What follows belongs to an exercise in optimizing a design on an open flow for small area and a short achievable clock period; a production flow would make more cautious choices.
Power is estimated from default activity; no workload was simulated.

==> garnet <==
==> flow/design.v <==
`timescale 1ns / 1ps
module single_cycle_cpu_interrupt (clock, resetn, inst, d_f_mem, pc, m_addr, d_t_mem, wmem, rmem, intr0, intr1);
    input  clock, resetn;
    input  [31:0] inst;
    input  [31:0] d_f_mem;
    output [31:0] pc;
    output [31:0] m_addr;
    output [31:0] d_t_mem;
    output wmem;
    output rmem;
    input  intr0;
    input  intr1;
    wire [5:0]  op  = inst[31:26];
    wire [4:0]  rs  = inst[25:21];
    wire [4:0]  rt  = inst[20:16];
    wire [4:0]  rd  = inst[15:11];
    wire [4:0]  sa  = inst[10:6];
    wire [5:0]  fn  = inst[5:0];
    wire [15:0] imm = inst[15:0];
    wire rtype  = (op == 6'h00);
    wire i_add  = rtype & (fn == 6'h20);
    wire i_sub  = rtype & (fn == 6'h22);
    wire i_and  = rtype & (fn == 6'h24);
    wire i_or   = rtype & (fn == 6'h25);
    wire i_xor  = rtype & (fn == 6'h26);
    wire i_slt  = rtype & (fn == 6'h2a);
    wire i_shf  = rtype & (fn[5:3] == 3'b000) & (fn[1:0] != 2'b01);   
    wire i_jr   = rtype & (fn == 6'h08);
    wire i_addi = (op == 6'h08);
    wire i_andi = (op == 6'h0c);
    wire i_ori  = (op == 6'h0d);
    wire i_xori = (op == 6'h0e);
    wire i_slti = (op == 6'h0a);
    wire i_lw   = (op == 6'h23);
    wire i_sw   = (op == 6'h2b);
    wire i_beq  = (op == 6'h04);
    wire i_bne  = (op == 6'h05);
    wire i_lui  = (op == 6'h0f);
    wire i_j    = (op == 6'h02);
    wire i_jal  = (op == 6'h03);
    wire i_eret = (op == 6'h10) & inst[25] & (fn == 6'h18);
    wire wreg = i_add | i_sub | i_and | i_or | i_xor | i_slt | i_shf |
                i_addi | i_andi | i_ori | i_xori | i_slti | i_lw | i_lui | i_jal;
    wire [4:0] dest = i_jal ? 5'd31 : (rtype ? rd : rt);
    wire [31:0] wd;
    wire [31:1] we;
    wire [31:0] q [1:31];
    genvar g, i;
    generate
        for (g = 1; g < 32; g = g + 1) begin : R
            assign we[g] = wreg & (dest == g);
            wire [31:0] d;
            reg  [31:0] r;
            always @(posedge clock) r <= d;
            assign q[g] = r;
            for (i = 0; i < 32; i = i + 1) begin : B
                rf_hold h (.we(we[g]), .wen(~we[g]), .d(wd[i]), .q(r[i]), .y(d[i]));
            end
        end
    endgenerate
    wire [32:0] sela, selb;
    generate
        for (g = 1; g < 32; g = g + 1) begin : S
            assign sela[g] = (rs == g);
            assign selb[g] = (rt == g);
        end
    endgenerate
    assign sela[0] = 1'b0; assign sela[32] = 1'b0;
    assign selb[0] = 1'b0; assign selb[32] = 1'b0;
    wire [31:0] a, b;
    generate
        for (i = 0; i < 32; i = i + 1) begin : P
            wire [10:0] na, nb;
            for (g = 0; g < 11; g = g + 1) begin : G
                rf_sel3 ua (.s0(sela[3*g]), .s1(sela[3*g+1]), .s2(sela[3*g+2]),
                            .d0(3*g   == 0 ? 1'b0 : q[3*g   == 0 ? 1 : 3*g  ][i]),
                            .d1(q[3*g+1][i]),
                            .d2(3*g+2 > 31 ? 1'b0 : q[3*g+2 > 31 ? 31 : 3*g+2][i]),
                            .y(na[g]));
                rf_sel3 ub (.s0(selb[3*g]), .s1(selb[3*g+1]), .s2(selb[3*g+2]),
                            .d0(3*g   == 0 ? 1'b0 : q[3*g   == 0 ? 1 : 3*g  ][i]),
                            .d1(q[3*g+1][i]),
                            .d2(3*g+2 > 31 ? 1'b0 : q[3*g+2 > 31 ? 31 : 3*g+2][i]),
                            .y(nb[g]));
            end
            assign a[i] = ~&na;
            assign b[i] = ~&nb;
        end
    endgenerate
    wire        sext   = i_addi | i_lw | i_sw;
    wire [31:0] immx   = {{16{sext & imm[15]}}, imm};
    wire        use_b  = rtype | i_beq | i_bne;
    wire [31:0] opb    = use_b ? b : immx;
    wire        subx   = rtype ? (fn[1] | fn[3]) : i_slti;   
    wire [32:0] sum    = {1'b0, a} + {1'b0, opb ^ {32{subx}}} + {32'h0, subx};
    wire        lt     = ~sum[32];                           
    wire [31:0] x_and = a & opb;
    wire [31:0] x_or  = a | opb;
    wire [31:0] x_xor = a ^ opb;
    wire        eq    = ~|x_xor;
    wire        left  = ~fn[1];
    wire        fill  = fn[0] & b[31];
    wire [4:0]  shamt = fn[2] ? a[4:0] : sa;
    wire        big   = fn[2] & (|a[31:5]);
    reg  [31:0] bx, sr, shres;
    integer k;
    always @(*) begin
        for (k = 0; k < 32; k = k + 1) bx[k] = left ? b[31-k] : b[k];
        sr = $signed({fill, bx}) >>> shamt;
        if (big) sr = {32{fill}};
        for (k = 0; k < 32; k = k + 1) shres[k] = left ? sr[31-k] : sr[k];
    end
    reg  [31:0] pc, epc;
    reg         ie;
    wire [31:0] pc4   = pc + 32'd4;
    wire [31:0] brt   = pc4 + {{14{imm[15]}}, imm, 2'b00};
    wire [31:0] jt    = {pc4[31:28], inst[25:0], 2'b00};
    wire        taken = (i_beq & eq) | (i_bne & ~eq);
    wire [31:0] next_pc = i_jr ? a : (i_j | i_jal) ? jt : taken ? brt : pc4;
    wire sel_add = i_add | i_sub | i_addi;
    wire sel_lt  = i_slt | i_slti;
    wire sel_and = i_and | i_andi;
    wire sel_or  = i_or  | i_ori;
    wire sel_xor = i_xor | i_xori;
    assign wd = ({32{sel_add}} & sum[31:0]) |
                ({32{sel_lt }} & {31'h0, lt}) |
                ({32{sel_and}} & x_and) |
                ({32{sel_or }} & x_or) |
                ({32{sel_xor}} & x_xor) |
                ({32{i_shf  }} & shres) |
                ({32{i_lui  }} & {imm, 16'h0}) |
                ({32{i_jal  }} & pc4) |
                ({32{i_lw   }} & d_f_mem);
    assign m_addr  = sum[31:0];
    assign d_t_mem = b;
    assign wmem    = i_sw;
    assign rmem    = i_lw;
    always @(posedge clock or negedge resetn) begin
        if (!resetn) begin
            pc  <= 32'h0;
            epc <= 32'h0;
            ie  <= 1'b1;
        end else if (i_eret) begin
            pc  <= epc;
            ie  <= 1'b1;
        end else if (ie && (intr0 || intr1)) begin
            epc <= next_pc;
            pc  <= intr0 ? 32'h08 : 32'h10;
            ie  <= 1'b0;
        end else begin
            pc  <= next_pc;
        end
    end
endmodule
module rf_hold (we, wen, d, q, y);
    input we, wen, d, q;
    output y;
    assign y = (we & d) | (wen & q);
endmodule
module rf_sel3 (s0, s1, s2, d0, d1, d2, y);
    input s0, s1, s2, d0, d1, d2;
    output y;
    assign y = ~((s0 & d0) | (s1 & d1) | (s2 & d2));
endmodule
==> flow/run.sh <==
#!/bin/bash
# synth_recipe.tcl (not shown) runs the flow's synth.tcl, then flattens the netlist and writes it again
# the make line also repeats each setting of config.mk as NAME=value (left out here)
make -C /OpenROAD-flow-scripts/flow DESIGN_CONFIG=/design/flow/config.mk WORK_HOME=/design/flow/orfs CLKGATE_MAP_FILE= SYNTH_SCRIPT=/design/flow/synth_recipe.tcl finish
==> flow/config.mk <==
export PLATFORM = sky130hd
export DESIGN_NAME = single_cycle_cpu_interrupt
export DESIGN_NICKNAME = single_cycle_cpu_interrupt
export VERILOG_FILES = /design/flow/design.v
export SDC_FILE = /design/flow/constraint.sdc
export NUM_CORES = 4
export LEC_CHECK = 0
export CAP_MARGIN = 20
export CORE_MARGIN = 2
export CORE_UTILIZATION = 50
export SETUP_SLACK_MARGIN = 4
export SLEW_MARGIN = 20
export SYNTH_HIERARCHICAL = 1
export SYNTH_MINIMUM_KEEP_SIZE = 0
==> flow/constraint.sdc <==
create_clock -name core_clock -period 12.5 [get_ports {clock}]
set_input_delay 2.5000 -clock core_clock [delete_from_list [all_inputs] [get_ports {clock}]]
set_output_delay 2.5000 -clock core_clock [all_outputs]
set_load 0.01 [all_outputs]
==> quartz: changes against garnet <==
Settings changed: SETUP_SLACK_MARGIN 4 to 5.
==> indigo: changes against garnet <==
==> flow/design.v, changed modules only <==
module single_cycle_cpu_interrupt (clock, resetn, inst, d_f_mem, pc, m_addr, d_t_mem, wmem, rmem, intr0, intr1);
    input  clock, resetn;
    input  [31:0] inst;
    input  [31:0] d_f_mem;
    output [31:0] pc;
    output [31:0] m_addr;
    output [31:0] d_t_mem;
    output wmem;
    output rmem;
    input  intr0;
    input  intr1;
    wire [5:0]  op  = inst[31:26];
    wire [4:0]  rs  = inst[25:21];
    wire [4:0]  rt  = inst[20:16];
    wire [4:0]  rd  = inst[15:11];
    wire [4:0]  sa  = inst[10:6];
    wire [5:0]  fn  = inst[5:0];
    wire [15:0] imm = inst[15:0];
    wire rtype  = (op == 6'h00);
    wire i_add  = rtype & (fn == 6'h20);
    wire i_sub  = rtype & (fn == 6'h22);
    wire i_and  = rtype & (fn == 6'h24);
    wire i_or   = rtype & (fn == 6'h25);
    wire i_xor  = rtype & (fn == 6'h26);
    wire i_slt  = rtype & (fn == 6'h2a);
    wire i_shf  = rtype & (fn[5:3] == 3'b000) & (fn[1:0] != 2'b01);   
    wire i_jr   = rtype & (fn == 6'h08);
    wire i_addi = (op == 6'h08);
    wire i_andi = (op == 6'h0c);
    wire i_ori  = (op == 6'h0d);
    wire i_xori = (op == 6'h0e);
    wire i_slti = (op == 6'h0a);
    wire i_lw   = (op == 6'h23);
    wire i_sw   = (op == 6'h2b);
    wire i_beq  = (op == 6'h04);
    wire i_bne  = (op == 6'h05);
    wire i_lui  = (op == 6'h0f);
    wire i_j    = (op == 6'h02);
    wire i_jal  = (op == 6'h03);
    wire i_eret = (op == 6'h10) & inst[25] & (fn == 6'h18);
    wire wreg = i_add | i_sub | i_and | i_or | i_xor | i_slt | i_shf |
                i_addi | i_andi | i_ori | i_xori | i_slti | i_lw | i_lui | i_jal;
    wire [4:0] dest = i_jal ? 5'd31 : (rtype ? rd : rt);
    wire [31:0] wd;
    wire [31:1] we;
    wire [31:0] q [1:31];
    genvar g, i;
    generate
        for (g = 1; g < 32; g = g + 1) begin : R
            assign we[g] = wreg & (dest == g);
            wire [31:0] d;
            reg  [31:0] r;
            always @(posedge clock) r <= d;
            assign q[g] = r;
            for (i = 0; i < 32; i = i + 1) begin : B
                rf_hold h (.we(we[g]), .wen(~we[g]), .d(wd[i]), .q(r[i]), .y(d[i]));
            end
        end
    endgenerate
    wire [31:1] sela, selb;
    generate
        for (g = 1; g < 32; g = g + 1) begin : S
            assign sela[g] = (rs == g);
            assign selb[g] = (rt == g);
        end
    endgenerate
    wire [31:0] a, b;
    generate
        for (i = 0; i < 32; i = i + 1) begin : P
            wire [9:0] na, nb;
            for (g = 0; g < 10; g = g + 1) begin : G
                rf_sel3 ua (.s0(sela[3*g+1]), .s1(sela[3*g+2]), .s2(sela[3*g+3]),
                            .d0(q[3*g+1][i]), .d1(q[3*g+2][i]), .d2(q[3*g+3][i]),
                            .y(na[g]));
                rf_sel3 ub (.s0(selb[3*g+1]), .s1(selb[3*g+2]), .s2(selb[3*g+3]),
                            .d0(q[3*g+1][i]), .d1(q[3*g+2][i]), .d2(q[3*g+3][i]),
                            .y(nb[g]));
            end
            assign a[i] = ~&{na, ~(sela[31] & q[31][i])};
            assign b[i] = ~&{nb, ~(selb[31] & q[31][i])};
        end
    endgenerate
    wire        sext   = i_addi;
    wire [31:0] immx   = {{16{sext & imm[15]}}, imm};
    wire        use_b  = rtype | i_beq | i_bne;
    wire [31:0] opb    = use_b ? b : immx;
    wire        subx   = rtype ? (fn[1] & ~fn[2]) : i_slti;   
    wire [31:0] bb     = opb ^ {32{subx}};
    wire [31:0] p      = a ^ bb;
    wire [31:0] gg     = a & bb;
    wire [31:0] gk [0:5];
    wire [31:0] pk [0:5];
    assign gk[0] = {gg[31:1], gg[0] | (p[0] & subx)};
    assign pk[0] = p;
    genvar l;
    generate
        for (l = 0; l < 5; l = l + 1) begin : KS
            for (i = 0; i < 32; i = i + 1) begin : N
                if (i >= (1 << l)) begin : C
                    assign gk[l+1][i] = gk[l][i] | (pk[l][i] & gk[l][i - (1 << l)]);
                    assign pk[l+1][i] = pk[l][i] & pk[l][i - (1 << l)];
                end else begin : W
                    assign gk[l+1][i] = gk[l][i];
                    assign pk[l+1][i] = pk[l][i];
                end
            end
        end
    endgenerate
    wire [31:0] sum = p ^ {gk[5][30:0], subx};
    wire        lt  = ~gk[5][31];                        
    wire [31:0] x_and = gg;
    wire [31:0] x_or  = gg | p;
    wire [31:0] x_xor = p;
    wire        eq    = ~|p;
    wire        left  = ~fn[1];
    wire        fill  = fn[0] & b[31];
    wire [4:0]  shamt = fn[2] ? a[4:0] : sa;
    wire        big   = fn[2] & (|a[31:5]);
    reg  [31:0] bx, sr, shres;
    integer k;
    always @(*) begin
        for (k = 0; k < 32; k = k + 1) bx[k] = left ? b[31-k] : b[k];
        sr = $signed({fill, bx}) >>> shamt;
        if (big) sr = {32{fill}};
        for (k = 0; k < 32; k = k + 1) shres[k] = left ? sr[31-k] : sr[k];
    end
    reg  [31:0] pc, epc;
    reg         ie;
    wire [29:0] pu = pc[31:2];
    wire [7:0]  gall;                                    
    wire [7:0]  gin;                                     
    wire [29:0] pinc;
    generate
        for (i = 0; i < 8; i = i + 1) begin : IG
            if (i < 7) begin : F
                assign gall[i] = &pu[4*i+3:4*i];
            end else begin : L
                assign gall[i] = &pu[29:28];
            end
            if (i == 0) begin : Z
                assign gin[i] = 1'b1;
            end else begin : NZ
                assign gin[i] = &gall[i-1:0];
            end
        end
        for (i = 0; i < 30; i = i + 1) begin : IB
            if (i % 4 == 0) begin : Z
                assign pinc[i] = pu[i] ^ gin[i/4];
            end else begin : NZ
                assign pinc[i] = pu[i] ^ (gin[i/4] & (&pu[i-1:4*(i/4)]));
            end
        end
    endgenerate
    wire [31:0] pc4 = {pinc, pc[1:0]};
    wire [29:0] bo  = {{14{imm[15]}}, imm};
    wire [29:0] bp  = pu ^ bo;                           
    wire [29:0] bg  = pu & bo;
    wire [29:0] bg0 = {bg[29:1], bg[0] | bp[0]};
    reg  [29:0] cg, cp, bc;
    integer m, n, st;
    always @(*) begin
        cg = bg0; cp = bp;
        for (st = 1; st < 32; st = st * 2)
            for (n = 2 * st - 1; n < 30; n = n + 2 * st) begin
                cg[n] = cg[n] | (cp[n] & cg[n - st]);
                cp[n] = cp[n] & cp[n - st];
            end
        for (st = 8; st >= 1; st = st / 2)
            for (n = 3 * st - 1; n < 30; n = n + 2 * st) begin
                cg[n] = cg[n] | (cp[n] & cg[n - st]);
                cp[n] = cp[n] & cp[n - st];
            end
        bc = {cg[28:0], 1'b1};                           
    end
    wire [31:0] brt   = {bp ^ bc, pc[1:0]};
    wire [31:0] jt    = {pc4[31:28], inst[25:0], 2'b00};
    wire        taken = (i_beq & eq) | (i_bne & ~eq);
    wire [31:0] next_pc = i_jr ? a : (i_j | i_jal) ? jt : taken ? brt : pc4;
    wire sel_add = i_add | i_sub | i_addi;
    wire sel_lt  = i_slt | i_slti;
    wire sel_and = i_and | i_andi;
    wire sel_or  = i_or  | i_ori;
    wire sel_xor = i_xor | i_xori;
    assign wd = ({32{sel_add}} & sum[31:0]) |
                ({32{sel_lt }} & {31'h0, lt}) |
                ({32{sel_and}} & x_and) |
                ({32{sel_or }} & x_or) |
                ({32{sel_xor}} & x_xor) |
                ({32{i_shf  }} & shres) |
                ({32{i_lui  }} & {imm, 16'h0}) |
                ({32{i_jal  }} & pc4) |
                ({32{i_lw   }} & d_f_mem);
    wire [31:0] mim = {{16{imm[15]}}, imm};
    wire [31:0] mp  = a ^ mim;
    wire [31:0] mgk [0:5];
    wire [31:0] mpk [0:5];
    assign mgk[0] = a & mim;
    assign mpk[0] = mp;
    generate
        for (l = 0; l < 5; l = l + 1) begin : MKS
            for (i = 0; i < 32; i = i + 1) begin : N
                if (i >= (1 << l)) begin : C
                    assign mgk[l+1][i] = mgk[l][i] | (mpk[l][i] & mgk[l][i - (1 << l)]);
                    assign mpk[l+1][i] = mpk[l][i] & mpk[l][i - (1 << l)];
                end else begin : W
                    assign mgk[l+1][i] = mgk[l][i];
                    assign mpk[l+1][i] = mpk[l][i];
                end
            end
        end
    endgenerate
    assign m_addr  = mp ^ {mgk[5][30:0], 1'b0};
    assign d_t_mem = b;
    assign wmem    = i_sw;
    assign rmem    = i_lw;
    always @(posedge clock or negedge resetn) begin
        if (!resetn) begin
            pc  <= 32'h0;
            epc <= 32'h0;
            ie  <= 1'b1;
        end else if (i_eret) begin
            pc  <= epc;
            ie  <= 1'b1;
        end else if (ie && (intr0 || intr1)) begin
            epc <= next_pc;
            pc  <= intr0 ? 32'h08 : 32'h10;
            ie  <= 1'b0;
        end else begin
            pc  <= next_pc;
        end
    end
endmodule
Settings changed: CORE_UTILIZATION 50 to 45, CTS_BUF_LIST from default to sky130_fd_sc_hd__clkbuf_8.
==> summary of the runs <==
indigo ran to the end with no violations. garnet ran to the end with no violations. quartz aborted during global routing (5_1_grt). Between garnet and indigo, the lower worst setup slack is in garnet (gap 0.11 ns). Between garnet and indigo, the lower register-to-register slack is in indigo (gap 0.20 ns). Clock power: garnet is higher than indigo (about 8%). Against garnet, the combinational power of indigo is smaller by 37%. Against garnet, the core utilization of indigo is lower by 9.4 points. Of indigo and garnet, garnet has the higher critical path depth (gap 2). Sequential cell count is the same in garnet and indigo. Count of clock-buffer cells in the layout: indigo is higher than garnet (59). Against indigo, the die area of garnet is lower by about 11%.
==> figures <==
| metric | indigo | quartz | garnet |
|---|---|---|---|
| Run status | no timing/DRC/antenna violations | aborted with a tool error | no timing/DRC/antenna violations |
| Failing step | - | global routing (5_1_grt) | - |
| Worst min-delay path endpoint | pc[22] | - | pc[6] |
| Multiplexer area fraction after synthesis | 2.962% | 2.817% | 2.817% |
| Ratio of layout area to synthesized area | 1.2337x | - | 1.2959x |
| Group drawing the most power | sequential cells | - | sequential cells |
| Die Span Y | 341.8 µm | 322.9 µm | 322.9 µm |
| Uppermost layer routed | met5 | - | met5 |
| Final GP Congestion | 1.049 | 1.086 | 1.097 |
| Fraction of standard cell area in multi-input logic | 48.19% | - | 47.81% |
| Simple-gate share of the synthesized area | 8.380% | 8.578% | 8.578% |
| Synthesized cell area | 51360 µm² | 50850 µm² | 50850 µm² |
| Footprint of the multi-input gates | 30540 µm² | - | 31500 µm² |
| Power in sequential cells | 3.61 mW | - | 3.58 mW |
| Fraction of power spent switching nets | 30.51% | - | 31.56% |
| Post-synthesis compound-gate area fraction | 38.86% | 39.08% | 39.08% |
| R2R Path End | R[5].r[25] | - | epc[26] |
| Slowest cell delay on critical path | 0.74 ns | - | 0.54 ns |
| Relative area of clock buffers and inverters in the final design | 5.654% | - | 5.656% |
| Endpoint type of the worst setup path | output port | - | output port |
No run of this note included a check of the RTL's function; only the layout flow was run.

re-timing with driven ports:
The results above use ideal ports. As a check the final layouts listed here were re-extracted and re-timed, cells and wires unchanged. Step 1 (the two cells are an assumption about what drives the block):
set clk [get_ports {clock}]
set_driving_cell -lib_cell sky130_fd_sc_hd__clkbuf_16 $clk
set_driving_cell -lib_cell sky130_fd_sc_hd__buf_2 [delete_from_list [all_inputs] $clk]
Step 2 times the ports against the registers' clock, not the clock port: input delays grow and output delays shrink by t, the midpoint of the rising clock arrivals with the driver on. a / b / c = ideal / step 1 / step 2; a / b = the first two.
run	shift t [ns]	setup WS [ns]	worst setup path after step 2	worst data-port slew with drivers (ns)	pins driven straight from the clock port
garnet	0.812	2.446 / 2.285 / 2.285	input to output	0.23	1
indigo	0.951	2.555 / 2.468 / 2.468	input to output	0.16	1
After both steps every run listed still meets setup and hold. The setup slack of garnet, which loses most, moves by -0.161 ns with the drivers and by -0.161 ns with both steps.
